From an optimization exercise on the open Yosys and OpenROAD flow, aimed at small area; shortcuts taken in it are not production practice. Where RTL was checked, it was by simulation tests only, not by an equivalence proof against the original. Function not checked in runs 2 to 6: the RTL went through the layout flow alone. No activity file was given, so power comes from the tool's default toggle rates.

## flow/design.v

```verilog
module debounce_fsm
    # (
        parameter DEBOUNCE_COUNTER_WIDTH    = 24
    )
    (
        input   logic i_clock,
        input   logic i_reset,
        input   logic [DEBOUNCE_COUNTER_WIDTH-1 : 0] i_debounce_counter,
        input   logic i_bouncing_signal,
        output  logic o_debounced_signal
    );
    logic bouncing_signal_meta;
    logic bouncing_signal_stable;
    always_ff @(posedge i_clock) begin
        bouncing_signal_meta <= i_bouncing_signal;
        bouncing_signal_stable <= bouncing_signal_meta;
    end  
    typedef enum logic [1:0] {  IDLE,
                                EDGE_DETECTED,
                                DEBOUNCED_HIGH,
                                DEBOUNCED_LOW } fsm_state_t;
    fsm_state_t fsm_state;
    logic [DEBOUNCE_COUNTER_WIDTH-1 : 0] debounce_counter;
    always_ff @(posedge i_clock) begin
        if (i_reset) begin
            o_debounced_signal <= 1'b0;
            fsm_state <= IDLE;
        end else begin
            case (fsm_state)
                IDLE : begin
                    o_debounced_signal <= 1'b0;
                    debounce_counter <= 'b0;
                    fsm_state <= EDGE_DETECTED;
                end
                EDGE_DETECTED : begin
                    debounce_counter <= debounce_counter + 1;
                    if (debounce_counter == i_debounce_counter) begin
                        debounce_counter <= 'b0;
                        if (bouncing_signal_stable == 1'b1) begin
                            fsm_state <= DEBOUNCED_HIGH;
                        end else begin
                            fsm_state <= DEBOUNCED_LOW;
                        end
                    end
                end
                DEBOUNCED_HIGH : begin
                    o_debounced_signal <= 1'b1;
                    if (bouncing_signal_stable == 1'b0) begin
                        fsm_state <= EDGE_DETECTED;
                    end
                end
                DEBOUNCED_LOW : begin
                    o_debounced_signal <= 1'b0;
                    if (bouncing_signal_stable == 1'b1) begin
                        fsm_state <= EDGE_DETECTED;
                    end
                end
            endcase
        end
    end  
endmodule
module zed_debouncer
    # (
        parameter SWITCH_COUNT              = 8,
        parameter BUTTON_COUNT              = 5,
        parameter DEBOUNCE_COUNTER_WIDTH    = 24
    )
    (
        input   logic i_clock,
        input   logic i_reset,
        input   logic [DEBOUNCE_COUNTER_WIDTH-1 : 0] i_switch_debounce_counter,
        input   logic [DEBOUNCE_COUNTER_WIDTH-1 : 0] i_button_debounce_counter,
        input   logic i_sw0,
        input   logic i_sw1,
        input   logic i_sw2,
        input   logic i_sw3,
        input   logic i_sw4,
        input   logic i_sw5,
        input   logic i_sw6,
        input   logic i_sw7,
        input   logic i_btnu,
        input   logic i_btnd,
        input   logic i_btnl,
        input   logic i_btnr,
        input   logic i_btnc,
        output  logic o_sw0,
        output  logic o_sw1,
        output  logic o_sw2,
        output  logic o_sw3,
        output  logic o_sw4,
        output  logic o_sw5,
        output  logic o_sw6,
        output  logic o_sw7,
        output  logic o_btnu,
        output  logic o_btnd,
        output  logic o_btnl,
        output  logic o_btnr,
        output  logic o_btnc
    );
    logic [SWITCH_COUNT-1 : 0] bouncing_switch_array;
    logic [SWITCH_COUNT-1 : 0] debounced_switch_array;
    logic [BUTTON_COUNT-1 : 0] bouncing_button_array;
    logic [BUTTON_COUNT-1 : 0] debounced_button_array;
    assign bouncing_switch_array    = {i_sw7, i_sw6, i_sw5, i_sw4, i_sw3, i_sw2, i_sw1, i_sw0};
    assign {o_sw7, o_sw6, o_sw5, o_sw4, o_sw3, o_sw2, o_sw1, o_sw0} = debounced_switch_array;
    assign bouncing_button_array    = {i_btnu, i_btnd, i_btnl, i_btnr, i_btnc};
    assign {o_btnu, o_btnd, o_btnl, o_btnr, o_btnc} = debounced_button_array;
    genvar i;
    generate
        for (i = 0; i < SWITCH_COUNT; i++) begin : switch_debounce_fsm_gen
            debounce_fsm 
            # (
                .DEBOUNCE_COUNTER_WIDTH (DEBOUNCE_COUNTER_WIDTH)
            )
            switch_debounce_fsm_inst (
                .i_clock            (i_clock),
                .i_reset            (i_reset),
                .i_debounce_counter (i_switch_debounce_counter),
                .i_bouncing_signal  (bouncing_switch_array[i]),
                .o_debounced_signal (debounced_switch_array[i])
            );
        end 
    endgenerate
    genvar j;
    generate
        for (j = 0; j < BUTTON_COUNT; j++) begin : button_debounce_fsm_gen
            debounce_fsm 
            # (
                .DEBOUNCE_COUNTER_WIDTH (DEBOUNCE_COUNTER_WIDTH)
            )
            button_debounce_fsm_inst (
                .i_clock            (i_clock),
                .i_reset            (i_reset),
                .i_debounce_counter (i_button_debounce_counter),
                .i_bouncing_signal  (bouncing_button_array[j]),
                .o_debounced_signal (debounced_button_array[j])
            );
        end 
    endgenerate
endmodule
```

## flow/run.sh

```bash
#!/bin/bash
# synth_recipe.tcl (not shown) runs the flow's synth.tcl, then flattens the netlist and writes it again
# the make line also repeats each setting of config.mk as NAME=value (left out here)
make -C /OpenROAD-flow-scripts/flow DESIGN_CONFIG=/design/flow/config.mk WORK_HOME=/design/flow/orfs CLKGATE_MAP_FILE= SYNTH_SCRIPT=/design/flow/synth_recipe.tcl finish
```

## flow/config.mk

```make
export PLATFORM = sky130hd
export DESIGN_NAME = zed_debouncer
export DESIGN_NICKNAME = zed_debouncer
export VERILOG_FILES = /design/flow/design.v
export SDC_FILE = /design/flow/constraint.sdc
export NUM_CORES = 4
export LEC_CHECK = 0
export CAP_MARGIN = 20
export CORE_MARGIN = 2
export CORE_UTILIZATION = 40
export SLEW_MARGIN = 20
```

## flow/constraint.sdc

```tcl
create_clock -name core_clock -period 5.0 [get_ports {i_clock}]
set_input_delay 1.0000 -clock core_clock [delete_from_list [all_inputs] [get_ports {i_clock}]]
set_output_delay 1.0000 -clock core_clock [all_outputs]
set_load 0.01 [all_outputs]
```

==> run summary, run 1 <==
Logic synthesis:
- Yosys mapped a number of flops with a built-in enable equal to roughly 310.
- For this run, the number of Yosys warnings is 1.
- By area the synthesized netlist is led by sky130_fd_sc_hd__edfxtp_1 41%, sky130_fd_sc_hd__xnor2_1 13%, sky130_fd_sc_hd__xor2_1 10%.
- The share of synthesized registers carrying an async set or reset is 0%.
- The synthesized netlist occupies a cell area of around 0.023 mm^2.
- The number of different library cells in the post-synthesis netlist is 53.
- The portion of the post-synthesis area used by sequential elements is 46.62%.
- The most area-hungry cell type in the Yosys netlist is sky130_fd_sc_hd__edfxtp_1.
- The most used flip-flop cell after synthesis is sky130_fd_sc_hd__edfxtp_1.
- Synthesis produced between 2,000 and 2,500 cells.
- The synthesis-stage register bit count is approximately 380.
- The top-area cell type share of the netlist area is between 40% and 50%.
- The number of nets handed over by synthesis was ~2,400.
- The synthesized area divided by synthesized cell count is roughly 10 um^2.

Detailed routing:
- The first routing iteration left 1,360 violations.
- The post-detailed-route DRC marker count is 0.
- For this run, the detailed router's first-pass iteration total came to 6.
- The routed length per placed instance is approximately 18 um.
- The uppermost metal layer occupied by signal nets is met4.
- Summed over all layers, the routed wires come to 56,570 um.
- The routed via count is around 16,000.
- After detailed routing, the met2 layer carries ~26,000 um of wire.
- The met3 wirelength from detailed routing is between 3000 and 4000 um.
- The count of nets left with antenna violations once routing finished came out at 0.
- The met1 routed wirelength after detailed routing is between 20,000 and 30,000 um.
- The mean number of vias per cell is approximately 5.3.

Cells and area:
- In the final layout, the share of cells above drive strength 1 is about 5.2%.
- The net count of the finished layout is 2,427.
- The number of antenna repair diodes is 0.
- Relative to the synthesized area, the layout overhead comes to 12.70%.

CTS:
- The number of setup buffers added after CTS is 0.
- Clock-pin slew was measured on the worst setup and hold paths at approximately 0.06 ns.
- The number of buffers inserted by hold repair at cts is 0.
- The clock insertion delay at the later pin of the skew report is between 0.5 and 0.6 ns.
- The tree built by TritonCTS fans out to about 380 sinks.
- The clock passes through at most 3 buffers.
- The number of CTS-inserted buffers is 46.
- In this run the number of H-tree levels came out at 2.
- The clock tree root driver cell is sky130_fd_sc_hd__clkbuf_16.
- Gates resized during post-CTS repair numbered 0.
- The TritonCTS clock tree is yes.

STA:
- The relative slew slack is about a third.
- The clock arrives with approximately 0.026 ns of skew.
- The count of final max-slew check failures is 0.
- The worst path meets setup with 1.384 ns of slack.
- The number of hold violations in the final report was 0.
- Setup repair after global routing left no endpoint under its margin.
- The number of setup violations in the final report is 0.
- Based on the critical path, the design can be clocked at up to between 0.2 and 0.3 GHz.
- The final period demand of the worst path is about 3.6 ns.
- The worst path uses just over 70% of the clock period.
- At the pin with the least slew margin, the transition time is 1.025 ns.
- The sum of negative setup slack is 0 ns.

Power:
- Power spread over the standard cell area amounts to ~350 mW/mm^2.
- For this design the static power due to leakage is about 0.0087 uW.
- The worst voltage drop across the vdd grid is around 0.00024 V.

Worst setup path:
- The endpoint required time on the critical path is around 5.3 ns.
- Together, buffers and inverters on the worst path number 1.
- The startpoint kind of the worst setup timing path is an input pin.
- Traced cell by cell, the critical path runs through clkdlybuf4s50_1 -> xnor2_1 -> nand4_1 -> nor4_1 -> nand3_1 -> nand2_1 -> nor2_1.
- STA classifies the critical path endpoint as a flip-flop.
- The worst stage delay on the critical path is between 0.9 and 1 ns.
- The critical path start-end classification is input pin to flip-flop.
- On the critical path, the stage with the largest delay is an instance of sky130_fd_sc_hd__clkdlybuf4s50_1.
- The worst-path maximum fanout is 23.
- The reg2reg setup slack is roughly 2.4 ns.
- The arrival time of the worst setup path is just under 4 ns.
- The worst register-to-register path has a depth of 5.
- The cell family with the largest share of critical-path delay is simple AND/OR/NAND/NOR gates.

Floorplanning:
- From bottom edge to top edge, the die measures 243.2 um.
- For this design the top-level I/O count stands at 76.
- The initialized floorplan defines between 80 and 90 standard-cell rows.
- The die is between 200 and 250 um wide.
- The effective utilization at floorplan is 40.52%.
- The total die area is roughly 0.059 mm^2.
- The core footprint is between 0.05 and 0.06 mm^2.

Global route:
- For this run the aggregate overflow at the end of global routing stands at 0.
- The first global-routing pass estimated around 90,000 um of wire.
- The via count of the first global-routing pass is 15,750.
- Entering global routing, the biggest net connects between 50 and 60 pins.
- The initial antenna violation count is 0.
- Global routing used 18.77% of the available tracks across all layers.

Place:
- The worst slack after detailed placement is ~0.8 ns.
- In this run the tool buffered the top-level ports with 75 buffer cells.
- The placer's final routability congestion estimate is approximately 0.86.
- The post-DP HPWL is 37,980 um.

Hold path:
- The worst hold path was traced through 0 stages.
- The class of the tightest hold or removal check is flip-flop to flip-flop.

Status:
- The flow ran to the end and the layout has no timing, DRC or antenna violations.

Flow run:
- The max-cap check violation count is 0.
-- worst max-delay path by stage --
stage / start / cells after the start / endpoint / slack, ns
detailed placement: i_switch_debounce_counter[2] / 7 / flip-flop / 0.82
finish: i_switch_debounce_counter[2] / 7 / flip-flop / 1.38
floorplan: i_reset / 4 / flip-flop / 1.98
CTS: i_switch_debounce_counter[2] / 7 / flip-flop / 1.44
global route: i_switch_debounce_counter[2] / 7 / flip-flop / 1.19
global placement: i_switch_debounce_counter[9] / 7 / flip-flop / 0.85
-- cell usage in the layout (no fill, tap or decap), types with 4 or more instances in the layout --
master	n
sky130_fd_sc_hd__and2_1	8
sky130_fd_sc_hd__nand4_1	104
sky130_fd_sc_hd__edfxtp_1	312
sky130_fd_sc_hd__inv_1	53
sky130_fd_sc_hd__xor2_1	267
sky130_fd_sc_hd__clkdlybuf4s50_1	74
sky130_fd_sc_hd__nor2_4	12
sky130_fd_sc_hd__nor4_1	40
sky130_fd_sc_hd__dfxtp_1	65
sky130_fd_sc_hd__a21o_1	9
sky130_fd_sc_hd__xnor2_1	331
sky130_fd_sc_hd__nor3_2	4
sky130_fd_sc_hd__o21a_1	13
sky130_fd_sc_hd__nor2_1	416
sky130_fd_sc_hd__nor2_2	8
sky130_fd_sc_hd__clkbuf_16	49
sky130_fd_sc_hd__clkbuf_1	13
sky130_fd_sc_hd__nand2_1	125
sky130_fd_sc_hd__clkinv_2	8
sky130_fd_sc_hd__ha_1	65
sky130_fd_sc_hd__and3_1	67
sky130_fd_sc_hd__nor2b_1	7
sky130_fd_sc_hd__o21ai_0	18
sky130_fd_sc_hd__nand3_1	118
sky130_fd_sc_hd__a311oi_1	13
sky130_fd_sc_hd__nor3_1	37
sky130_fd_sc_hd__mux2i_1	26
sky130_fd_sc_hd__buf_4	4
sky130_fd_sc_hd__and4_1	17
sky130_fd_sc_hd__clkbuf_8	10
-- routing by layer --
metal  GRT usage (%)  up-vias
li1                -     7849
met2           30.23      475
met5               0        -
met3           3.240      110
met1           25.49     7910
met4           6.388        0
-- cells in the mapped netlist, drive strengths merged, types with 3 or more instances --
cell	number
o21ai	18
nor3	41
clkbuf	50
a311oi	13
or3	4
xor2	267
or4	3
and4	18
xnor2	331
edfxtp	312
ha	65
and3	69
nor4	43
dfxtp	65
nor2	436
buf	56
a21o	9
nand3b	3
and2	9
nand2	126
nand3	119
nand4	106
o21a	13
nor2b	7
and2b	3
inv	53
mux2i	26
-- worst reg2reg max path: stages, from the launching register on --
cell and delay [ns]:
sky130_fd_sc_hd__edfxtp_1 0.49, sky130_fd_sc_hd__xor2_1 0.20, sky130_fd_sc_hd__nor4_1 0.67, sky130_fd_sc_hd__nand3_1 0.18, sky130_fd_sc_hd__nand2_1 0.64, sky130_fd_sc_hd__nor2_1 0.13
-- logic make-up (layout without fill, tap and decap cells) --
group / count (synthesis) / in the layout / synth area share [%]
DFF: 377 / 377 / 46.62
adders and majority gates: 65 / 65 / 3.553
and+or+nand+nor: 993 / 993 / 21.05
muxes: 28 / 28 / 1.235
xor gates and xnor gates: 598 / 598 / 22.88
AOI/OAI and AO/OA: 57 / 57 / 1.733
buffers and inverters: 159 / 219 / 2.935
-- report_power, final --
group / total (uW) / switching, uW / internal (uW)
Combinational: 1350 / 762 / 591
Clock: 3430 / 1380 / 2050
Sequential: 4270 / 440 / 3830
-- cell type report --
cell class | count | area [um^2]
Clock buffer | 72 | 1413
Fill cell | 5226 | 30700
Clock inverter | 14 | 143.9
Sequential cell | 377 | 10670
Inverter | 53 | 198.9
Timing Repair Buffer | 80 | 795.8
Tap cell | 756 | 945.9
Multi-Input combinational cell | 1741 | 11630
-- through the flow --
step	util, %	cells	total power [uW]	area [um^2]	hold slack, ns
floorplan	-	2277	5229	22890	0.3096
global route	45.66	3093	9452	25800	0.3352
finish	45.66	3093	9052	25800	0.3256
detailed placement	42.90	3007	5673	24240	0.3121
CTS	45.65	3093	9138	25790	0.3262
global placement	42.82	3007	5635	24190	0.3118
==> run 2: changes to the inputs <==
--- a/flow/design.v
+++ b/flow/design.v
@@ -9,55 +9,40 @@
         input   logic i_bouncing_signal,
         output  logic o_debounced_signal
     );
-    logic bouncing_signal_meta;
-    logic bouncing_signal_stable;
+    localparam W = DEBOUNCE_COUNTER_WIDTH;
+    logic meta;
+    logic stable;
+    logic level;
+    logic waiting;
+    logic [W-1 : 0] count_n;
+    logic [W : 0]   carry;
+    logic [W-1 : 0] count_n_inc;
+    localparam H = W / 2;
+    always_comb begin
+        carry[0] = 1'b1;
+        for (int i = 0; i < W; i++) begin
+            count_n_inc[i] = count_n[i] ^ carry[i];
+            if (i == H - 1)
+                carry[i+1] = &count_n[H-1 : 0];
+            else
+                carry[i+1] = count_n[i] & carry[i];
+        end
+    end
     always_ff @(posedge i_clock) begin
-        bouncing_signal_meta <= i_bouncing_signal;
-        bouncing_signal_stable <= bouncing_signal_meta;
-    end  
-    typedef enum logic [1:0] {  IDLE,
-                                EDGE_DETECTED,
-                                DEBOUNCED_HIGH,
-                                DEBOUNCED_LOW } fsm_state_t;
-    fsm_state_t fsm_state;
-    logic [DEBOUNCE_COUNTER_WIDTH-1 : 0] debounce_counter;
-    always_ff @(posedge i_clock) begin
+        meta    <= i_bouncing_signal;
+        stable  <= meta | i_reset;
+        level   <= stable & ~i_reset;
+        count_n <= waiting ? count_n_inc : ~i_debounce_counter;
         if (i_reset) begin
+            waiting            <= 1'b0;
             o_debounced_signal <= 1'b0;
-            fsm_state <= IDLE;
+        end else if (waiting) begin
+            waiting            <= ~carry[W];
         end else begin
-            case (fsm_state)
-                IDLE : begin
-                    o_debounced_signal <= 1'b0;
-                    debounce_counter <= 'b0;
-                    fsm_state <= EDGE_DETECTED;
-                end
-                EDGE_DETECTED : begin
-                    debounce_counter <= debounce_counter + 1;
-                    if (debounce_counter == i_debounce_counter) begin
-                        debounce_counter <= 'b0;
-                        if (bouncing_signal_stable == 1'b1) begin
-                            fsm_state <= DEBOUNCED_HIGH;
-                        end else begin
-                            fsm_state <= DEBOUNCED_LOW;
-                        end
-                    end
-                end
-                DEBOUNCED_HIGH : begin
-                    o_debounced_signal <= 1'b1;
-                    if (bouncing_signal_stable == 1'b0) begin
-                        fsm_state <= EDGE_DETECTED;
-                    end
-                end
-                DEBOUNCED_LOW : begin
-                    o_debounced_signal <= 1'b0;
-                    if (bouncing_signal_stable == 1'b1) begin
-                        fsm_state <= EDGE_DETECTED;
-                    end
-                end
-            endcase
+            waiting            <= stable ^ level;
+            o_debounced_signal <= level;
         end
-    end  
+    end
 endmodule
 module zed_debouncer
     # (
==> run summary, run 2 <==
Detailed routing:
- For this run, design rule violations remaining after detail routing come to 0.
- The number of search-and-repair iterations in the first detailed-routing pass is 5.
- Dividing the detail-routed wire length by the instance count gives ~14 um.
- For this block, the initial DRC count from the detailed router was about 420.
- The number of routed nets with antenna violations is 0.
- Summed over all layers, the routed wires come to between 20,000 and 30,000 um.
- The routed via count is 9,935.
- After detailed routing, the number of vias per cell comes to roughly 4.7.

Floorplanning:
- The core footprint is 0.03883 mm^2.
- The row count is about 70.
- The die is about 200 um tall.
- The effective utilization at floorplan is about two fifths.
- The x dimension of the die is about 200 um.
- The total die area is 0.04108 mm^2.
- The total I/O pin count is 76.

STA:
- Setup violations remaining at the end of the flow were counted as 0.
- The number of hold violations in the final report is 0.
- Across all hold checks on the routed design, the worst slack comes to approximately 0.40 ns.
- The sum of negative setup slack is 0 ns.
- At the pin with the least slew margin, the transition time is 0.6487 ns.
- The final critical path takes up about two thirds of the cycle.
- For the finished layout, the period the worst path requires is 3.424 ns.
- Setup repair after global routing left no endpoint under its margin.
- The relative slew slack is a little under three fifths.
- The highest clock frequency the design can meet is slightly below 0.3 GHz.
- For the final database, setup skew stands at 0.02620 ns.
- Across all setup checks in the final design, the least slack found is roughly 1.6 ns.
- The count of final max-slew check failures is 0.

CTS:
- Clock tree synthesis found a total of between 300 and 400 sinks.
- TritonCTS built the clock tree.
- The H-tree was split into 2 levels.
- For the worst-skew pair, the clock arrives at the later sink with an insertion delay of approximately 0.56 ns.
- The clock tree root driver cell is sky130_fd_sc_hd__clkbuf_16.
- The clock-pin slew on the worst setup and hold paths is ~0.060 ns.
- The number of CTS-inserted buffers is 42.
- The number of buffers inserted by hold repair at cts is 0.
- The number of setup buffers added after CTS is 0.
- Post-CTS repair changed the size of 0 cells.
- The maximum buffer depth of the clock tree is 3.

Global route:
- Entering global routing, the biggest net connects 53 pins.
- The initial antenna violation count is 1.
- The wire length of the first global-routing pass is about 50,000 um.
- The via count of the first global-routing pass is 9,864.
- After global routing the overflow that remains totals 0.
- Global routing consumed, over all layers together, between 10% and 20% of the routing resources.

Cells and area:
- The register with the most flip-flops in the layout has 192 of them.
- Relative to the synthesized area, the layout overhead comes to 15.48%.
- The most frequent standard cell in the layout excluding fill and tap cells is sky130_fd_sc_hd__dfxtp_1.
- The post-route netlist has 5.443% of its cells at a drive strength greater than 1.
- The library cells used most frequently in the layout, excluding fill and tap cells, are 377 x sky130_fd_sc_hd__dfxtp_1, 286 x sky130_fd_sc_hd__ha_1, 202 x sky130_fd_sc_hd__nand2_1, 197 x sky130_fd_sc_hd__o21ai_0, 123 x sky130_fd_sc_hd__mux2i_1.
- The final non-filler cell total is 2,098.
- The net count of the finished layout is 1,899.
- The register bank with the most flops is switch_debounce_fsm_gen.switch_debounce_fsm_inst.count_n.
- The number of antenna diodes in the final layout is 0.
- The largest registers in the layout are switch_debounce_fsm_gen.switch_debounce_fsm_inst.count_n: 192 flops, button_debounce_fsm_gen.button_debounce_fsm_inst.count_n: 120 flops.

Worst setup path:
- The critical path goes through ha_1 -> nand4_1 -> nor3_1 -> ha_1 -> ha_1 -> ha_1 -> ha_1 -> ha_1 -> ha_1 -> ha_1 -> ha_1 -> ha_1 -> ha_1 -> ha_1 -> ha_1 -> nand2_1 -> o21ai_0.
- The endpoint required time on the critical path is 5.39 ns.
- Data on the critical path arrives at its endpoint at 3.82 ns.
- The worst setup path is of the flip-flop to flip-flop kind.
- Measured in cells, the most critical reg-to-reg path has a length of 17.
- The worst stage delay on the critical path is between 0.3 and 0.4 ns.
- STA classifies the critical path startpoint as a flip-flop.
- The slowest stage of the critical path belongs to the cell sky130_fd_sc_hd__dfxtp_1.
- The reg2reg setup slack is between 1.5 and 2 ns.
- The cell with the most instances on the worst path is sky130_fd_sc_hd__ha_1.
- The worst setup path is captured at a flip-flop.
- The worst-path maximum fanout is 2.

Logic synthesis:
- The post-synthesis cell count is approximately 1,500.
- The synthesis-stage register bit count is ~380.
- The most area-hungry cell type in the Yosys netlist is sky130_fd_sc_hd__dfxtp_1.
- Yosys attributes the largest share of cell area to sky130_fd_sc_hd__dfxtp_1 48%, sky130_fd_sc_hd__ha_1 23%, sky130_fd_sc_hd__mux2i_1 7.8%.
- For this run, the number of Yosys warnings is 1.
- The post-synthesis instance area is ~0.016 mm^2.
- Counting flops with an async set or reset pin after synthesis yields a share of 0%.
- In this run, distinct cell masters in the synthesized netlist total 23.
- The top-area cell type share of the netlist area is between 40% and 50%.
- In this run the mean area of a mapped cell was 10.66 um^2.
- The number of enable-type register cells in the synthesized netlist is 0.
- For this run, the register share of the synthesized area comes to between 40 and 50%.
- The leading cell type by number of instances after synthesis is sky130_fd_sc_hd__dfxtp_1.
- In the synthesized netlist, the cells that appear most often are 377 x sky130_fd_sc_hd__dfxtp_1, 286 x sky130_fd_sc_hd__ha_1, 202 x sky130_fd_sc_hd__nand2_1, 197 x sky130_fd_sc_hd__o21ai_0, 123 x sky130_fd_sc_hd__mux2i_1.
- The number of nets produced by synthesis is approximately 1,800.
- The most used flip-flop cell after synthesis is sky130_fd_sc_hd__dfxtp_1.

Hold path:
- The count of cells along the worst hold path is 1.
- The class of the tightest hold or removal check is flip-flop to flip-flop.

Power:
- The static power due to leakage is between 0.008 and 0.009 uW.
- In this run the power density over the cells is 408.8 mW/mm^2.
- IR analysis of the VDD net gives a maximum drop of roughly 0.00022 V.

Place:
- The number of placed cells counting well taps is 2,024.
- The worst slack after detailed placement is 1.560 ns.
- Buffers placed on the I/O ports in this run total between 70 and 80.
- The post-DP HPWL is ~20,000 um.
- At the end of routability-driven placement, the weighted congestion stood at 0.7053.

Status:
- The run finished with no timing, DRC or antenna violations.

Flow run:
- The tool flagged a number of max-cap violations equal to 0.
-- run 2: changes by cell type in the layout (fill, tap and decap cells not counted), sizes merged, moves of 106 or more --
cell    change
dfxtp     +312
edfxtp    -312
ha        +221
nand3     -106
nor2      -423
o21ai     +184
xnor2     -318
xor2      -254
-- run 2: cells by family after synthesis --
group	after synthesis	share of synthesized area (%)
muxes	123	7.798
AOI/OAI and AO/OA	228	7.457
adders and majority gates	286	22.66
xor gates and xnor gates	26	1.442
DFF	377	47.80
buffers and inverters	148	4.842
and+or+nand+nor	293	7.996
-- run 2: how the worst max path moves through the flow --
stage | startpoint | end | cells past startpoint
after CTS | flip-flop | flip-flop | 17
after detailed placement | flip-flop | flip-flop | 17
after floorplan | flip-flop | flip-flop | 17
after global placement | flip-flop | flip-flop | 17
after global routing | flip-flop | flip-flop | 17
final | flip-flop | flip-flop | 17
-- run 2: through the flow --
stage | power [uW] | area [um^2] | util, %
final | 7454 | 18230 | 46.96
after global routing | 7873 | 18230 | 46.96
after CTS | 7575 | 18230 | 46.96
after detailed placement | 4457 | 16840 | 43.37
after global placement | 4411 | 16840 | 43.37
after floorplan | 4209 | 15790 | -
-- run 2: per-layer routing --
metal  vias up  share of wire (%)  routed length (um)  track usage [%]
met1      4531                 50               14860            19.90
met3        53                4.0                1211            3.274
li1       5217                  -                   -                -
met4         0                2.5                 763            4.849
met2       134                 44               13150            24.94
met5         -                  0                   0                0
-- run 2: critical path, delay by kind of cell, from the launching register on --
| family | cells | cell delay (ns) |
|---|---|---|
| and+or+nand+nor | 3 | 0.21 |
| AOI/OAI and AO/OA | 1 | 0.07 |
| adders and majority gates | 13 | 2.67 |
| DFF | 1 | 0.31 |
-- run 2: where the power goes --
group / total, uW / switching [uW] / internal (uW) / leakage, uW
clock: 3070 / 1220 / 1850 / 0.000693
combinational: 817 / 441 / 377 / 0.00481
sequential: 3560 / 171 / 3390 / 0.00317
total: 7450 / 1830 / 5620 / 0.00868
-- run 2: cell type report --
type	count	area, um^2
Tap cell	518	648.1
Fill cell	3580	20590
Sequential cell	377	7547
Clock buffer	59	1256
Clock inverter	15	137.6
Timing Repair Buffer	89	850.8
Inverter	84	315.3
Multi-Input combinational cell	956	7477
==> run 3: changes to the inputs <==
--- a/flow/config.mk
+++ b/flow/config.mk
@@ -8,4 +8,8 @@
 export CAP_MARGIN = 20
 export CORE_MARGIN = 2
 export CORE_UTILIZATION = 40
+export CTS_BUF_LIST = sky130_fd_sc_hd__clkbuf_8 sky130_fd_sc_hd__clkbuf_16
+export CTS_CLUSTER_DIAMETER = 60
+export CTS_CLUSTER_SIZE = 20
 export SLEW_MARGIN = 20
+export SYNTH_HIERARCHICAL = 1
==> run summary, run 3 <==
Floorplanning:
- The height of the die is just over 200 um.
- The total die area is just over 0.04 mm^2.
- between 70 and 80 I/O pins were placed.
- The initialized floorplan defines 72 standard-cell rows.
- In this run the standard cell core region covers about 0.039 mm^2.
- The effective utilization at floorplan is between 40% and 50%.
- The x dimension of the die is roughly 200 um.

CTS:
- The clock insertion delay at the later pin of the skew report is around 0.57 ns.
- The maximum level of the CTS H-tree is 1.
- The number of setup buffers added after CTS is 0.
- After clock tree synthesis, the repair step resized 0 gates.
- Clock-pin slew was measured on the worst setup and hold paths at ~0.070 ns.
- The TritonCTS clock tree is yes.
- The number of buffers inserted by hold repair at cts is 0.
- The number of sinks on the clock net is approximately 380.
- The clock tree root driver cell is sky130_fd_sc_hd__clkbuf_16.
- The number of CTS-inserted buffers is 30.
- The maximum buffer depth of the clock tree is 3.

Worst setup path:
- The critical path start-end classification is flip-flop to flip-flop.
- For flop-to-flop paths, the worst setup slack is 1.80 ns.
- The worst register-to-register path has a depth of 17.
- The startpoint kind of the worst setup timing path is a flip-flop.
- Of all nets on the critical path, the largest fanout is 2.
- The arrival time of the worst setup path is 3.64 ns.
- The signal on the critical path passes through ha_1 -> nand3_1 -> nor3_1 -> ha_1 -> ha_1 -> ha_1 -> ha_1 -> ha_1 -> ha_1 -> ha_1 -> ha_1 -> ha_1 -> ha_1 -> ha_1 -> ha_1 -> nand2_1 -> o21ai_0.
- For the worst setup path, the data required time is between 5 and 6 ns.
- The critical path depth in cells is 17.
- The worst stage delay on the critical path is ~0.31 ns.
- The worst setup path is captured at a flip-flop.
- Among cell families on the critical path, the largest total delay comes from adder cells.
- The number of buffers and inverters on the critical path is 0.
- The cell that appears most often on the critical path is sky130_fd_sc_hd__ha_1.
- The slowest stage of the critical path belongs to the cell sky130_fd_sc_hd__dfxtp_1.

STA:
- The worst pin sits at a relative slew slack of between 40 and 50%.
- The final clock period utilization by the worst path is 64.07%.
- Setup repair after global routing left no endpoint under its margin.
- The count of final max-slew check failures came to 0.
- The number of hold violations in the final report is 0.
- On the final layout, the worst clock skew is around 0.014 ns.
- At the pin with the least slew margin, the transition time is between 0.8 and 0.9 ns.
- The highest clock frequency the design can meet is roughly 0.31 GHz.
- Setup violations remaining at the end of the flow were counted as 0.
- After layout, the minimum clock period comes to 3.204 ns.
- Summed over all failing endpoints, the final setup total negative slack is 0 ns.

Detailed routing:
- The routed length per placed instance is about 14 um.
- The routed layout has between 9,000 and 10,000 vias.
- After detailed routing, the number of remaining DRC violations is 0.
- The total wire length after detailed routing is roughly 29,000 um.
- The number of routed nets with antenna violations is 0.
- The first detailed-routing pass ran for 4 iterations.
- The mean number of vias per cell is between 4 and 5.
- The detailed router finished its first iteration with 415 violations.

Logic synthesis:
- Of the post-synthesis cell area, the dominant cell type holds roughly 48%.
- For this run, the leading register cell type out of synthesis is sky130_fd_sc_hd__dfxtp_1.
- By count the netlist is led by 377 x sky130_fd_sc_hd__dfxtp_1, 286 x sky130_fd_sc_hd__ha_1, 273 x sky130_fd_sc_hd__nand2_1, 247 x sky130_fd_sc_hd__o21ai_0, 52 x sky130_fd_sc_hd__mux2i_1.
- In this run, synthesis inferred 0 flip-flops with an integrated enable.
- For this run, the number of Yosys warnings is 7.
- After synthesis, the share of flip-flops with an asynchronous set or reset is 0%.
- The synthesis-stage register bit count is between 300 and 400.
- The portion of the post-synthesis area used by sequential elements is 47.74%.
- The number of different library cells in the post-synthesis netlist is 22.
- The average instance in the mapped netlist occupies between 10 and 15 um^2.
- The number of nets in the synthesized netlist is between 1,500 and 2,000.
- Sorting the synthesized cells by area gives the leading types as sky130_fd_sc_hd__dfxtp_1 48%, sky130_fd_sc_hd__ha_1 23%, sky130_fd_sc_hd__o21ai_0 7.8%.
- The synthesized design spends more area on one cell type than any other, namely sky130_fd_sc_hd__dfxtp_1.
- In the synthesized netlist, the number of instances is ~1,500.
- Yosys instantiated no cell more often than sky130_fd_sc_hd__dfxtp_1.
- The post-synthesis instance area is about 0.016 mm^2.

Flow run:
- Max-cap violations in this run came to 0.

Cells and area:
- The flip-flop count of the largest register after layout is about 190.
- The net count of the finished layout is around 1,900.
- The filler cell count in the final layout is approximately 3,600.
- The sequential cells in the finished layout cover a total of ~0.0075 mm^2.
- From synthesis to final layout, the design area changed by 11.20%.
- The number of antenna repair diodes is 0.
- The register bank with the most flops is switch_debounce_fsm_gen.switch_debounce_fsm_inst.count_n.
- The post-route netlist has 6.022% of its cells at a drive strength greater than 1.
- The largest registers in the layout are switch_debounce_fsm_gen.switch_debounce_fsm_inst.count_n: 192 flops, button_debounce_fsm_gen.button_debounce_fsm_inst.count_n: 120 flops.
- The core utilization of the finished layout is between 40% and 50%.
- The most frequent standard cell in the layout excluding fill and tap cells is sky130_fd_sc_hd__dfxtp_1.
- In the layout the commonest cells are 377 x sky130_fd_sc_hd__dfxtp_1, 286 x sky130_fd_sc_hd__ha_1, 273 x sky130_fd_sc_hd__nand2_1, 247 x sky130_fd_sc_hd__o21ai_0, 74 x sky130_fd_sc_hd__clkdlybuf4s50_1.
- In the final layout, the multi-input gates occupy about 0.0074 mm^2.

Place:
- At the end of routability-driven placement, the weighted congestion stood at about 0.74.
- Port buffering added 75 buffers.
- After legalization and detailed placement, the total HPWL measured a little under 20,000 um.

Global route:
- The via count of the first global-routing pass is ~9,400.
- met2 is the most crowded layer.
- The initial antenna violation count was 0.
- The first global-routing pass estimated approximately 48,000 um of wire.
- For met1 alone, demand over resource in global routing was about a fifth.
- Global routing consumed, on the met2 layer, about 24% of the routing resources.
- The overall global routing resource usage is between 10% and 20%.
- The met3 usage is under 10%.
- Entering global routing, the biggest net connects between 40 and 50 pins.
- For this run the aggregate overflow at the end of global routing stands at 0.

Power:
- The static power due to leakage is about 0.0080 uW.
- The worst voltage drop across the vdd grid is between 0.0002 and 0.0003 V.
- For this design the ratio of total power to cell area is 387.9 mW/mm^2.

Hold path:
- The tightest min-delay check is of the flip-flop to flip-flop type.

Status:
- The flow ran to the end and the layout has no timing, DRC or antenna violations.
==> run 3: cell types whose count changed after synthesis, sizes merged <==
cell	change
nand2	+71
buf	-17
clkbuf	+18
o21ai	+71
inv	-71
mux2i	-71
==> run 3: through the flow <==
stage,instance area (um^2),hold WS [ns],instances,total power [uW],worst slack (ns)
6_report,17580,0.4021,2079,6820,1.796
5_1_grt,17580,0.4073,2079,7228,1.572
4_1_cts,17580,0.4027,2079,6935,1.765
3_5_place_dp,16530,0.3990,2024,4401,1.779
3_3_place_gp,16530,0.3961,2024,4359,1.808
2_1_floorplan,15810,0.3895,1482,4224,2.029
==> run 3: kinds of logic after synthesis <==
logic type | count (synthesis) | share of synthesized area, %
fa+ha+maj | 286 | 22.63
compound gates | 299 | 9.979
simple gates | 364 | 9.671
flops | 377 | 47.74
xor+xnor | 26 | 1.440
mux | 52 | 3.292
buf+inv | 78 | 5.247
==> run 3: final cells by class <==
| cell class | instances | share of cell area, % |
|---|---|---|
| multi-input cells | 1027 | 42.28 |
| clock buffers | 34 | 4.647 |
| flip-flops and latches | 377 | 42.93 |
| inverters | 13 | 0.2776 |
| repair buffers | 89 | 4.840 |
| clock inverters | 21 | 1.338 |
| well taps | 518 | 3.687 |
==> run 3: how the worst min path moves through the flow <==
stage	start	endpoint	slack [ns]	cells after the start
3_5_place_dp	flip-flop	flip-flop	0.40	1
5_1_grt	flip-flop	flip-flop	0.41	1
6_report	flip-flop	flip-flop	0.40	1
3_3_place_gp	flip-flop	flip-flop	0.40	1
4_1_cts	flip-flop	flip-flop	0.40	1
2_1_floorplan	flip-flop	flip-flop	0.39	1
==> run 3: layer usage <==
| layer | share of wire [%] | vias to the layer above |
|---|---|---|
| li1 | - | 5254 |
| met1 | 50 | 4515 |
| met2 | 45 | 100 |
| met3 | 3.6 | 35 |
| met4 | 1.6 | 0 |
| met5 | 0 | - |
==> run 3: power by group <==
part / switching [uW] / internal [uW]
Sequential: 168 / 3380
Combinational: 423 / 343
Clock: 1180 / 1330
Total: 1770 / 5050
==> run 4: changes to the inputs <==
--- a/flow/config.mk
+++ b/flow/config.mk
@@ -7,9 +7,10 @@
 export LEC_CHECK = 0
 export CAP_MARGIN = 20
 export CORE_MARGIN = 2
-export CORE_UTILIZATION = 40
+export CORE_UTILIZATION = 65
 export CTS_BUF_LIST = sky130_fd_sc_hd__clkbuf_8 sky130_fd_sc_hd__clkbuf_16
-export CTS_CLUSTER_DIAMETER = 60
-export CTS_CLUSTER_SIZE = 20
+export CTS_CLUSTER_DIAMETER = 80
+export CTS_CLUSTER_SIZE = 24
+export PLACE_DENSITY = 0.75
 export SLEW_MARGIN = 20
 export SYNTH_HIERARCHICAL = 1
==> run summary, run 4 <==
Detailed routing:
- The mean number of vias per cell is approximately 5.3.
- Once detail routing completed, the nets flagged for antenna violations numbered 0.
- The final layout contains routed wiring with a total length of 27,050 um.
- The first detailed-routing pass ran for 5 iterations.
- The routed via count is 9,769.
- The number of DRC markers in iteration 0 is approximately 540.
- The routed length per placed instance is around 15 um.
- After detailed routing, the number of remaining DRC violations is 0.

Logic synthesis:
- In the synthesized netlist the dominant register cell turns out to be sky130_fd_sc_hd__dfxtp_1.
- For this run, the number of Yosys warnings is 7.
- Among all cell types in the netlist, the one instantiated most often is sky130_fd_sc_hd__dfxtp_1.
- Counting flops and latches in the post-synthesis netlist gives roughly 380.
- In the post-synthesis netlist, the biggest area contributors are sky130_fd_sc_hd__dfxtp_1 48%, sky130_fd_sc_hd__ha_1 23%, sky130_fd_sc_hd__o21ai_0 7.8%.
- The number of nets produced by synthesis is roughly 1,800.
- By count the netlist is led by 377 x sky130_fd_sc_hd__dfxtp_1, 286 x sky130_fd_sc_hd__ha_1, 273 x sky130_fd_sc_hd__nand2_1, 247 x sky130_fd_sc_hd__o21ai_0, 52 x sky130_fd_sc_hd__mux2i_1.
- The synthesized design spends more area on one cell type than any other, namely sky130_fd_sc_hd__dfxtp_1.
- The post-synthesis instance area is 0.01581 mm^2.
- The number of different library cells in the post-synthesis netlist is 22.
- Dividing the synthesized area by the synthesized cell count gives ~11 um^2.
- The top-area cell type share of the netlist area is a little under half.
- The post-synthesis cell count is approximately 1,500.
- Sequential elements use between 40% and 50% of the synthesized area.
- The share of synthesized registers carrying an async set or reset is 0%.
- Yosys mapped a number of flops with a built-in enable equal to 0.

STA:
- At the pin with the least slew margin, the transition time is slightly above 0.6 ns.
- Setup violations remaining at the end of the flow were counted as 0.
- For this run, the top clock speed supported by timing is 0.3093 GHz.
- The final period demand of the worst path is approximately 3.2 ns.
- The sum of negative setup slack is 0 ns.
- The count of final max-slew check failures is 0.
- The final clock period utilization by the worst path is between 60 and 70%.
- The number of hold violations in the final report came to 0.
- The relative slew slack is between 50% and 60%.
- The clock skew is about 0.013 ns.
- Once routing completed, OpenROAD measured the worst setup slack at around 1.8 ns.
- The worst-case hold slack is approximately 0.41 ns.
- Setup repair after global routing left no endpoint under its margin.

Cells and area:
- The library cells used most frequently in the layout, excluding fill and tap cells, are 377 x sky130_fd_sc_hd__dfxtp_1, 286 x sky130_fd_sc_hd__ha_1, 273 x sky130_fd_sc_hd__nand2_1, 247 x sky130_fd_sc_hd__o21ai_0, 74 x sky130_fd_sc_hd__clkdlybuf4s50_1.
- Leaving out fill and tap cells, the most frequent cell in the layout is sky130_fd_sc_hd__dfxtp_1.
- The largest registers in the layout are switch_debounce_fsm_gen.switch_debounce_fsm_inst.count_n: 192 flops, button_debounce_fsm_gen.button_debounce_fsm_inst.count_n: 120 flops.
- The layout has between 1,500 and 2,000 filler cells.
- The core utilization of the finished layout is 69.60%.
- Relative to the synthesized area, the layout overhead comes to 6.125%.
- The register with the most flip-flops in the layout has 192 of them.
- The number of antenna repair diodes is 0.
- The register with the most flip-flops in the final layout is switch_debounce_fsm_gen.switch_debounce_fsm_inst.count_n.
- The fraction of layout instances using a drive strength above 1 is approximately 4.1%.
- After the last flow step, the layout net total stands at roughly 1,900.

Worst setup path:
- The arrival time of the worst setup path is ~3.7 ns.
- The count of buffering cells on the critical path with inverters included is 0.
- The largest single stage delay on the critical path is between 0.3 and 0.4 ns.
- STA puts the critical path data required time at about 5.5 ns.
- The cell family contributing the most delay on the critical path is adder cells.
- The worst-path maximum fanout is 2.
- Walking the worst path, the cells encountered are ha_1 -> nand3_1 -> nor3_1 -> ha_1 -> ha_1 -> ha_1 -> ha_1 -> ha_1 -> ha_1 -> ha_1 -> ha_1 -> ha_1 -> ha_1 -> ha_1 -> ha_1 -> a21oi_1 -> o21a_1.
- The cell with the most instances on the worst path is sky130_fd_sc_hd__ha_1.
- The nature of the critical path endpoint is a flip-flop.
- STA classifies the critical path startpoint as a flip-flop.
- The largest individual stage delay along the critical path comes from the cell sky130_fd_sc_hd__dfxtp_1.
- By startpoint and endpoint, the worst setup path is classified as flip-flop to flip-flop.

Floorplanning:
- The initialized floorplan defines between 50 and 60 standard-cell rows.
- For this configuration, the core starts out at a cell density of about two thirds.
- The core footprint is between 0.02 and 0.025 mm^2.
- The floorplan step set the die height to about 160 um.
- The die covers 0.02559 mm^2.
- The x dimension of the die is approximately 160 um.
- The total I/O pin count is 76.

Place:
- Detailed placement finished with a half-perimeter wire length of roughly 19,000 um.
- The number of I/O port buffers is 75.
- Prior to clock tree synthesis, the placed netlist has a worst setup slack of approximately 1.8 ns.
- At the end of routability-driven placement, the weighted congestion stood at just under 0.8.

Power:
- The worst voltage drop across the vdd grid is roughly 0.00026 V.
- The static power due to leakage is between 0.007 and 0.008 uW.
- After layout, the design draws a total of around 5900 uW.
- The areal power density over the cells is between 300 and 400 mW/mm^2.

Global route:
- The initial antenna violation count is 0.
- The via count of the first global-routing pass was about 9,400.
- The pin count of the biggest net entering global routing is 53.
- The wire length of the first global-routing pass is between 40,000 and 50,000 um.
- The overflow left after global routing is 0.
- Global routing consumed, over all layers together, 21.99% of the routing resources.

CTS:
- The number of CTS-inserted buffers is 19.
- Clock-pin slew was measured on the worst setup and hold paths at about 0.09 ns.
- The number of setup buffers added after CTS is 0.
- In this run the number of H-tree levels came out at 1.
- The number of sinks on the clock net is between 300 and 400.
- After clock tree synthesis, the repair step resized 0 gates.
- The clock passes through at most 3 buffers.
- The clock insertion delay at the later pin of the skew report is 0.52 ns.
- The number of buffers inserted by hold repair at cts is 0.
- TritonCTS built the clock tree.
- The clock tree root driver cell is sky130_fd_sc_hd__clkbuf_16.

Hold path:
- The worst hold path belongs to the class flip-flop to flip-flop.

Flow run:
- The max-cap check violation count is 0.

Status:
- The flow ran to the end and the layout has no timing, DRC or antenna violations.
==> run 4: power by group <==
group | internal, uW | switching [uW] | leakage [uW]
combinational | 346 | 418 | 0.00435
clock | 692 | 918 | 0.000243
sequential | 3380 | 175 | 0.00317
total | 4420 | 1510 | 0.00776
==> run 4: worst paths after layout <==
check / slack [ns] / depth (start not counted) / start / end
min: 0.41 / 1 / flip-flop / flip-flop
max reg2reg: 1.77 / 17 / flip-flop / flip-flop
min reg2reg: 0.41 / 1 / flip-flop / flip-flop
max: 1.77 / 17 / flip-flop / flip-flop
==> run 4: per-stage QoR <==
stage	cell area, um^2	instances
after floorplan	15810	1482
after global placement	16290	1830
after detailed placement	16290	1830
after CTS	16780	1851
after global routing	16780	1851
final	16780	1851
==> run 4: layer usage <==
metal	track usage, %	vias up	wire length, um
met4	4.505	0	374
met1	31.46	4428	13700
li1	-	5208	-
met2	36.17	109	12130
met3	2.597	24	842
met5	0	-	0
==> run 4: area by class of cell <==
class	instances	area [um^2]	share of cell area [%]
timing repair buffer	89	850.8	5.071
sequential	377	7547	44.98
clock inverter	2	17.52	0.1044
clock buffer	19	475.5	2.834
inverter	13	48.80	0.2908
tap	324	405.4	2.416
multi-input combinational	1027	7433	44.30
==> run 4: cells by family (layout without fill, tap and decap cells) <==
group / count (synthesis) / count (layout) / share of synthesized area [%]
and+or+nand+nor: 364 / 364 / 9.671
buffers and inverters: 78 / 123 / 5.247
adders and majority gates: 286 / 286 / 22.63
xor gates and xnor gates: 26 / 26 / 1.440
AOI/OAI and AO/OA: 299 / 299 / 9.979
muxes: 52 / 52 / 3.292
DFF: 377 / 377 / 47.74
==> run 5: changes to the inputs <==
--- a/flow/config.mk
+++ b/flow/config.mk
@@ -7,10 +7,10 @@
 export LEC_CHECK = 0
 export CAP_MARGIN = 20
 export CORE_MARGIN = 2
-export CORE_UTILIZATION = 65
+export CORE_UTILIZATION = 80
 export CTS_BUF_LIST = sky130_fd_sc_hd__clkbuf_8 sky130_fd_sc_hd__clkbuf_16
 export CTS_CLUSTER_DIAMETER = 80
 export CTS_CLUSTER_SIZE = 24
-export PLACE_DENSITY = 0.75
+export PLACE_DENSITY = 0.85
 export SLEW_MARGIN = 20
 export SYNTH_HIERARCHICAL = 1
==> run summary, run 5 <==
STA:
- In this run the tightest slew margin relative to its limit is between 20% and 30%.
- The transition time of the tightest slew-check pin is 1.050 ns.
- The final period demand of the worst path is roughly 3.3 ns.
- The count of final max-slew check failures is 0.
- The clock skew is 0.009870 ns.
- The highest clock frequency the design can meet is between 0.3 and 0.4 GHz.
- Setup violations remaining at the end of the flow were counted as 0.
- The number of hold violations in the final report is 0.
- In the final timing run, aggregate negative setup slack is 0 ns.
- The final clock period utilization by the worst path is around two thirds.
- Setup repair after global routing left no endpoint under its margin.
- After layout, the worst setup slack is roughly 1.7 ns.

Cells and area:
- 0 antenna diodes ended up in the layout.
- More flip-flops sit in one register than any other, and that register is switch_debounce_fsm_gen.switch_debounce_fsm_inst.count_n.
- The largest registers in the layout are switch_debounce_fsm_gen.switch_debounce_fsm_inst.count_n: 192 flops, button_debounce_fsm_gen.button_debounce_fsm_inst.count_n: 120 flops.
- The register with the most flip-flops in the layout has ~190 of them.
- Leaving out fill and tap cells, the most frequent cell in the layout is sky130_fd_sc_hd__dfxtp_1.
- For this run, the post-layout net count is roughly 1,900.
- The final non-filler cell total is around 1,800.
- For this run, the share of the core covered by cells in the final layout is 86.03%.
- The library cells used most frequently in the layout, excluding fill and tap cells, are 377 x sky130_fd_sc_hd__dfxtp_1, 286 x sky130_fd_sc_hd__ha_1, 273 x sky130_fd_sc_hd__nand2_1, 247 x sky130_fd_sc_hd__o21ai_0, 74 x sky130_fd_sc_hd__clkdlybuf4s50_1.
- The fraction of layout instances using a drive strength above 1 is under 10%.
- Relative to the synthesized area, the layout overhead comes to 5.556%.

Global route:
- The initial antenna violation count came to 0.
- For this run the aggregate overflow at the end of global routing stands at 0.
- The overall global routing resource usage is between 20% and 30%.
- The first global-routing pass estimated ~48,000 um of wire.
- The via count of the first global-routing pass is a little under 10,000.
- The pin count of the biggest net entering global routing is 53.

Worst setup path:
- STA classifies the critical path endpoint as a flip-flop.
- Together, buffers and inverters on the worst path number 0.
- Traced cell by cell, the critical path runs through ha_1 -> nand3_1 -> nor3_1 -> ha_1 -> ha_1 -> ha_1 -> ha_1 -> ha_1 -> ha_1 -> ha_1 -> ha_1 -> ha_1 -> ha_1 -> ha_1 -> ha_1 -> a21oi_1 -> o21a_1.
- The worst stage delay on the critical path is between 0.3 and 0.4 ns.
- In this run the worst path has a maximum fanout of 2.
- The cell with the most instances on the worst path is sky130_fd_sc_hd__ha_1.
- The reg2reg setup slack is around 1.7 ns.
- Grouping stages by cell kind, the critical path spends the most delay in adder cells.
- Counting buffers and inverters, the worst setup path is 17 cells deep.
- Data on the critical path arrives at its endpoint at approximately 3.8 ns.
- The cell with the largest stage delay on the worst path is sky130_fd_sc_hd__dfxtp_1.
- The critical path is of the flip-flop to flip-flop type.
- The worst reg-to-reg path cell count is 17.
- STA classifies the critical path startpoint as a flip-flop.
- The endpoint required time on the critical path is about 5.5 ns.

Logic synthesis:
- The cell area that synthesis handed to floorplanning was between 0.015 and 0.02 mm^2.
- The synthesized design spends more area on one cell type than any other, namely sky130_fd_sc_hd__dfxtp_1.
- The leading cell type by number of instances after synthesis is sky130_fd_sc_hd__dfxtp_1.
- Dividing the synthesized area by the synthesized cell count gives about 11 um^2.
- The number of different library cells in the post-synthesis netlist is 22.
- By area the synthesized netlist is led by sky130_fd_sc_hd__dfxtp_1 48%, sky130_fd_sc_hd__ha_1 23%, sky130_fd_sc_hd__o21ai_0 7.8%.
- The most used flip-flop cell after synthesis is sky130_fd_sc_hd__dfxtp_1.
- Of all flip-flops after synthesis, the portion carrying an async set or reset was 0%.
- For this run, the number of Yosys warnings is 7.
- The top-area cell type share of the netlist area is roughly 48%.
- The number of nets handed over by synthesis was 1,831.
- Of the synthesized area, sequential elements account for 47.74%.
- Synthesis inferred approximately 380 register bits.
- The post-synthesis cell count is approximately 1,500.
- By count the netlist is led by 377 x sky130_fd_sc_hd__dfxtp_1, 286 x sky130_fd_sc_hd__ha_1, 273 x sky130_fd_sc_hd__nand2_1, 247 x sky130_fd_sc_hd__o21ai_0, 52 x sky130_fd_sc_hd__mux2i_1.
- The number of enable-type register cells in the synthesized netlist is 0.

CTS:
- In this run, CTS created clock tree buffers numbering 19.
- The clock passes through at most 3 buffers.
- The TritonCTS clock tree is yes.
- Post-CTS repair changed the size of 0 cells.
- The clock tree root driver cell is sky130_fd_sc_hd__clkbuf_16.
- The clock insertion delay at the later pin of the skew report is approximately 0.52 ns.
- The number of buffers inserted by hold repair at cts is 0.
- Buffers added to address setup during post-CTS repair amount to 0.
- The maximum level of the CTS H-tree is 1.
- The clock-pin slew on the worst setup and hold paths is ~0.09 ns.
- The number of sinks on the clock net is 377.

Floorplanning:
- The total die area is roughly 0.021 mm^2.
- The core footprint is roughly 0.019 mm^2.
- In this run the vertical extent of the chip is about 140 um.
- For this design the top-level I/O count stands at 76.
- In this run the horizontal extent of the chip is about 140 um.
- The initial utilization of the core area, before any placement, comes to between 80% and 90%.
- The row count is between 50 and 60.

Detailed routing:
- The post-detailed-route DRC marker count is 0.
- The routed via count is ~10,000.
- The number of routed nets with antenna violations is 0.
- Using the TritonRoute via totals, the vias-per-cell ratio works out to approximately 5.7.
- In the final routed layout, each cell accounts on average for between 15 and 20 um.
- The number of search-and-repair iterations in the first detailed-routing pass is 5.
- After the first detailed-routing iteration, the DRC count stood at roughly 570.
- The total wire length after detailed routing is ~30,000 um.

Power:
- Power comes to ~6000 uW.
- The static power due to leakage is slightly below 0.008 uW.
- In this run the power density over the cells is 357.0 mW/mm^2.
- The worst voltage drop across the vdd grid is approximately 0.00037 V.

Place:
- During placement, the flow inserted port buffers numbering 75.
- At the placement stage, the worst setup path has a slack of around 1.7 ns.
- Once detailed placement completed, the half-perimeter wirelength came to around 20,000 um.
- The number of placed cells counting well taps is about 1,800.
- The congestion estimate from routability-driven global placement came to about 0.79.

Hold path:
- The tightest min-delay check is of the flip-flop to flip-flop type.

Status:
- The flow ran to the end and the layout has no timing, DRC or antenna violations.

Flow run:
- The max-cap check violation count is 0.
[run 5: worst min path at each step]
stage / start / slack [ns] / end / depth (start not counted)
finish: flip-flop / 0.42 / flip-flop / 1
global route: flip-flop / 0.44 / flip-flop / 1
CTS: flip-flop / 0.41 / flip-flop / 1
detailed placement: flip-flop / 0.40 / flip-flop / 1
global placement: flip-flop / 0.39 / flip-flop / 1
floorplan: flip-flop / 0.39 / flip-flop / 1
[run 5: stage by stage]
step,area [um^2],hold WS (ns)
2_1_floorplan,15810,0.3895
3_3_place_gp,16200,0.3915
3_5_place_dp,16200,0.3960
4_1_cts,16690,0.4137
5_1_grt,16690,0.4412
6_report,16690,0.4158
[run 5: final cells by class]
cell class,count,area [um^2]
multi-input combinational,1027,7433
inverter,13,48.80
clock buffer,19,475.5
timing repair buffer,88,843.3
tap,265,331.6
clock inverter,1,8.758
sequential,377,7547
fill,1096,2710
[run 5: power by group]
part | internal, uW | switching [uW] | total [uW]
Sequential | 3380 | 178 | 3560
Clock | 688 | 902 | 1590
Combinational | 352 | 455 | 807
[run 5: kinds of logic (layout without fill, tap and decap cells)]
group                      after synthesis  count (layout)  share of synthesized area, %
muxes                                   52              52                         3.292
and+or+nand+nor                        364             364                         9.671
DFF                                    377             377                         47.74
buffers and inverters                   78             121                         5.247
AOI/OAI and AO/OA                      299             299                         9.979
adders and majority gates              286             286                         22.63
xor gates and xnor gates                26              26                         1.440
[run 5: metal layers]
metal | global-route usage [%] | part of all wire [%] | up-vias
li1 | - | - | 5201
met1 | 37.19 | 45 | 4826
met2 | 52.21 | 49 | 173
met3 | 3.377 | 3.3 | 66
met4 | 9.402 | 2.8 | 0
met5 | 0 | 0 | -
==> run 6: changes to the inputs <==
==> flow/config.mk (replaced) <==
export PLATFORM = sky130hd
export DESIGN_NAME = zed_debouncer
export DESIGN_NICKNAME = zed_debouncer
export VERILOG_FILES = /design/flow/design.v
export SDC_FILE = /design/flow/constraint.sdc
export NUM_CORES = 4
export LEC_CHECK = 0
export CAP_MARGIN = 20
export CORE_MARGIN = 2
export CORE_UTILIZATION = 40
export CTS_BUF_LIST = sky130_fd_sc_hd__clkbuf_16
export CTS_CLUSTER_DIAMETER = 80
export CTS_CLUSTER_SIZE = 30
export SLEW_MARGIN = 20
export SYNTH_HIERARCHICAL = 1
==> run summary, run 6 <==
CTS:
- The clock-pin slew on the worst setup and hold paths is around 0.11 ns.
- The clock passes through at most 3 buffers.
- The clock insertion delay at the later pin of the skew report is between 0.5 and 0.6 ns.
- The clock net in this run drives a total of between 300 and 400 sinks.
- In this run the clock root is driven by a sky130_fd_sc_hd__clkbuf_16.
- The number of setup buffers added after CTS is 0.
- Buffers inserted to repair hold after CTS numbered 0.
- Gates resized during post-CTS repair numbered 0.
- The maximum level of the CTS H-tree is 1.
- The TritonCTS clock tree is yes.
- The number of CTS-inserted buffers is 22.

Hold path:
- In this run the worst hold path is classified as flip-flop to flip-flop.
- Along the worst hold path, the cell count comes to 1.

Worst setup path:
- The nature of the critical path endpoint is a flip-flop.
- In this run the worst path has a maximum fanout of 2.
- The worst reg-to-reg path cell count is 17.
- The startpoint kind of the worst setup timing path is a flip-flop.
- The critical path start-end classification is flip-flop to flip-flop.
- The endpoint required time on the critical path is 5.42 ns.
- STA puts the critical path data arrival time at 3.64 ns.
- The reg2reg setup slack is between 1.5 and 2 ns.

Power:
- In this run the power spent charging and discharging nets is roughly 1800 uW.
- The portion of total power attributed to combinational logic is 11.9%.
- The static power due to leakage is roughly 0.0079 uW.
- Net switching is 27.41% of the power.
- Per report_power, the sequential group accounts for between 50 and 60% of the total.
- The areal power density over the cells is roughly 370 mW/mm^2.
- Cell internal power was estimated by the tool at about 4700 uW.
- VDD sags by at most slightly below 0.0002 V.
- The clock network fraction of design power is about a third.
- The post-route total power is 6425 uW.

Logic synthesis:
- The combinational family with the most area after synthesis is adder cells.
- The adder-cell share of the synthesized area is approximately 23%.
- Of the total synthesized cell area, the portion taken by AND, OR, NAND and NOR gates is about a tenth.
- Summing the areas of all xor and xnor instances in the mapped netlist gives under 10% of the synthesized area.
- The number of enable-type register cells in the synthesized netlist is 0.
- The most used flip-flop cell after synthesis is sky130_fd_sc_hd__dfxtp_1.
- Synthesis handed over a netlist of approximately 1,500 instances.
- In this run, distinct cell masters in the synthesized netlist total 22.
- After synthesis, the share of flip-flops with an asynchronous set or reset is 0%.
- Synthesis inferred between 300 and 400 register bits.
- The synthesized netlist devotes 9.979% of its cell area to compound gates.
- Of the post-synthesis cell area, the dominant cell type holds 47.74%.
- Multiplexer cells account for ~3.3% of the synthesized area.
- The count of yosys warnings during synthesis is 7.
- Yosys attributes the largest share of cell area to sky130_fd_sc_hd__dfxtp_1 48%, sky130_fd_sc_hd__ha_1 23%, sky130_fd_sc_hd__o21ai_0 7.8%.
- After synthesis, the most frequently instantiated cells are 377 x sky130_fd_sc_hd__dfxtp_1, 286 x sky130_fd_sc_hd__ha_1, 273 x sky130_fd_sc_hd__nand2_1, 247 x sky130_fd_sc_hd__o21ai_0, 52 x sky130_fd_sc_hd__mux2i_1.
- The number of nets produced by synthesis is ~1,800.
- The most area-hungry cell type in the Yosys netlist is sky130_fd_sc_hd__dfxtp_1.
- A synthesized cell averages approximately 11 um^2.
- The leading cell type by number of instances after synthesis is sky130_fd_sc_hd__dfxtp_1.
- The portion of the post-synthesis area used by sequential elements is 47.74%.
- Summing every instance area after synthesis gives 0.01581 mm^2.

STA:
- The count of final max-slew check failures was 0.
- For the pin with the worst max-slew slack, the measured transition is between 0.7 and 0.8 ns.
- The number of setup violations in the final report is 0.
- Based on the critical path, the design can be clocked at up to between 0.3 and 0.4 GHz.
- Setup total negative slack on the finished layout was measured at 0 ns.
- The number of hold violations in the final report is 0.
- The routed design could run at a clock period as short as around 3.2 ns.
- The relative slew slack is a little under half.
- Setup repair after global routing left no endpoint under its margin.
- The tightest hold path in the finished design has a slack of 0.3824 ns.
- Between clock sinks in the finished design, the worst skew comes to approximately 0.03 ns.
- The final clock period utilization by the worst path is roughly 64%.

Detailed routing:
- The first TritonRoute pass finished after 5 iterations.
- The routed via count is 9,874.
- Using the TritonRoute via totals, the vias-per-cell ratio works out to between 4 and 5.
- The final layout contains routed wiring with a total length of ~29,000 um.
- The number of routed nets with antenna violations is 0.
- Dividing the detail-routed wire length by the instance count gives 13.91 um.
- The number of DRC markers in iteration 0 is between 300 and 400.
- For this run, design rule violations remaining after detail routing come to 0.

Place:
- At the end of routability-driven placement, the weighted congestion stood at ~0.74.
- The post-DP HPWL is a little under 20,000 um.
- Once placement finished, the instance area stood at 0.01653 mm^2.
- The number of I/O port buffers is 75.

Global route:
- Global routing consumed, over all layers together, roughly 14% of the routing resources.
- The pin count of the biggest net entering global routing is 49.
- The initial antenna violation count is 0.
- For this run the aggregate overflow at the end of global routing stands at 0.
- The via count of the first global-routing pass is 9,377.
- The first global-routing pass estimated approximately 48,000 um of wire.

Cells and area:
- In the layout the commonest cells are 377 x sky130_fd_sc_hd__dfxtp_1, 286 x sky130_fd_sc_hd__ha_1, 273 x sky130_fd_sc_hd__nand2_1, 247 x sky130_fd_sc_hd__o21ai_0, 74 x sky130_fd_sc_hd__clkdlybuf4s50_1.
- The fraction of layout instances using a drive strength above 1 is under 10%.
- The register with the most flip-flops in the layout has between 150 and 200 of them.
- Ranked by flip-flop count, first place goes to switch_debounce_fsm_gen.switch_debounce_fsm_inst.count_n.
- The net count of the finished layout is approximately 1,900.
- The area overhead of the layout relative to synthesis is 9.607%.
- Cells fill between 40 and 50% of the core in the end.
- The area of all placed cells without fillers is 0.01733 mm^2.
- Leaving out fill and tap cells, the most frequent cell in the layout is sky130_fd_sc_hd__dfxtp_1.
- The number of antenna repair diodes is 0.
- The largest registers in the layout are switch_debounce_fsm_gen.switch_debounce_fsm_inst.count_n: 192 flops, button_debounce_fsm_gen.button_debounce_fsm_inst.count_n: 120 flops.

Floorplanning:
- Once the floorplan was initialized, standard cells occupied about two fifths of the core.
- The row count is 72.
- The total I/O pin count is between 70 and 80.
- The height of the die is slightly above 200 um.
- The x dimension of the die is 202.8 um.
- The total die area is 0.04113 mm^2.
- After floorplanning, the core was sized to cover 0.03883 mm^2.

Status:
- The run finished with no timing, DRC or antenna violations.

Flow run:
- The max-cap check violation count is 0.
[run 6: logic make-up (layout without fill, tap and decap cells)]
kind of cell / after synthesis / after routing
and+or+nand+nor: 364 / 364
DFF: 377 / 377
xor gates and xnor gates: 26 / 26
muxes: 52 / 52
adders and majority gates: 286 / 286
buffers and inverters: 78 / 140
AOI/OAI and AO/OA: 299 / 299
[run 6: worst max path at each step]
stage	start	endpoint	slack [ns]	cells past startpoint
2_1_floorplan	flip-flop	flip-flop	2.03	17
3_3_place_gp	flip-flop	flip-flop	1.81	17
3_5_place_dp	flip-flop	flip-flop	1.78	17
4_1_cts	flip-flop	flip-flop	1.75	17
5_1_grt	flip-flop	flip-flop	1.55	17
6_report	flip-flop	flip-flop	1.79	17
[run 6: per-stage QoR]
stage | worst slack [ns] | std cells
2_1_floorplan | 2.029 | 1482
3_3_place_gp | 1.808 | 2024
3_5_place_dp | 1.779 | 2024
4_1_cts | 1.754 | 2062
5_1_grt | 1.555 | 2062
6_report | 1.787 | 2062
[run 6: final cells by class]
cell class | count | area (um^2)
clock buffers | 23 | 575.6
flip-flops and latches | 377 | 7547
repair buffers | 89 | 850.8
inverters | 13 | 48.80
fillers | 3653 | 21500
clock inverters | 15 | 225.2
well taps | 518 | 648.1
multi-input cells | 1027 | 7433
[run 6: power by group through the flow]
stage / clock network (uW) / registers [uW] / logic, uW
floorplan: 0 / 3580 / 639
global placement: 0 / 3610 / 746
detailed placement: 0 / 3630 / 773
CTS: 2180 / 3560 / 781
global route: 2300 / 3600 / 919
finish: 2110 / 3550 / 765
[run 6: worst max-delay path: stages, from the launching register on]
cell                      delay (ns)
sky130_fd_sc_hd__dfxtp_1        0.32
sky130_fd_sc_hd__ha_1           0.21
sky130_fd_sc_hd__nand3_1        0.08
sky130_fd_sc_hd__nor3_1         0.05
sky130_fd_sc_hd__ha_1           0.18
sky130_fd_sc_hd__ha_1           0.18
sky130_fd_sc_hd__ha_1           0.18
sky130_fd_sc_hd__ha_1           0.18
sky130_fd_sc_hd__ha_1           0.19
sky130_fd_sc_hd__ha_1           0.18
sky130_fd_sc_hd__ha_1           0.18
sky130_fd_sc_hd__ha_1           0.18
sky130_fd_sc_hd__ha_1           0.19
sky130_fd_sc_hd__ha_1           0.19
sky130_fd_sc_hd__ha_1           0.19
sky130_fd_sc_hd__ha_1           0.27
sky130_fd_sc_hd__nand2_1        0.06
sky130_fd_sc_hd__o21ai_0        0.08
[run 6: metal layers]
| metal | part of all wire (%) | global-route usage, % | up-vias |
|---|---|---|---|
| met5 | 0 | 0 | - |
| met4 | 1.5 | 2.842 | 0 |
| met3 | 3.7 | 2.167 | 28 |
| met2 | 45 | 24.23 | 100 |
| met1 | 50 | 19.35 | 4520 |
| li1 | - | - | 5226 |

## afterwards: timing with drivers on the ports
The results above use ideal ports. As a check the final layouts listed here were re-extracted and re-timed, cells and wires unchanged. Step 1 assumes that a clkbuf_16 drives the clock port and a buf_2 every other input. Step 2 also shifts input and output timing later by t, the mid clock arrival at the registers, as if the neighbouring blocks saw the same clock. Three values: no drivers, after step 1, after step 2; two values: the first two.
run	t, ns	setup WS [ns]	latest minus earliest clock arrival (ns)
run 1	0.634	1.384 / 1.417 / 0.783	0.028 / 0.028
run 2	0.595	1.576 / 1.577 / 1.577	0.030 / 0.029
run 3	0.617	1.796 / 1.796 / 1.796	0.024 / 0.024
run 4	0.567	1.767 / 1.767 / 1.767	0.016 / 0.016
run 5	0.557	1.686 / 1.686 / 1.686	0.011 / 0.012
run 6	0.589	1.787 / 1.787 / 1.787	0.036 / 0.036
After both steps every run listed still meets setup and hold. For run 1, which loses most, drivers alone change the setup slack by +0.033 ns; drivers and shift together by -0.601 ns.
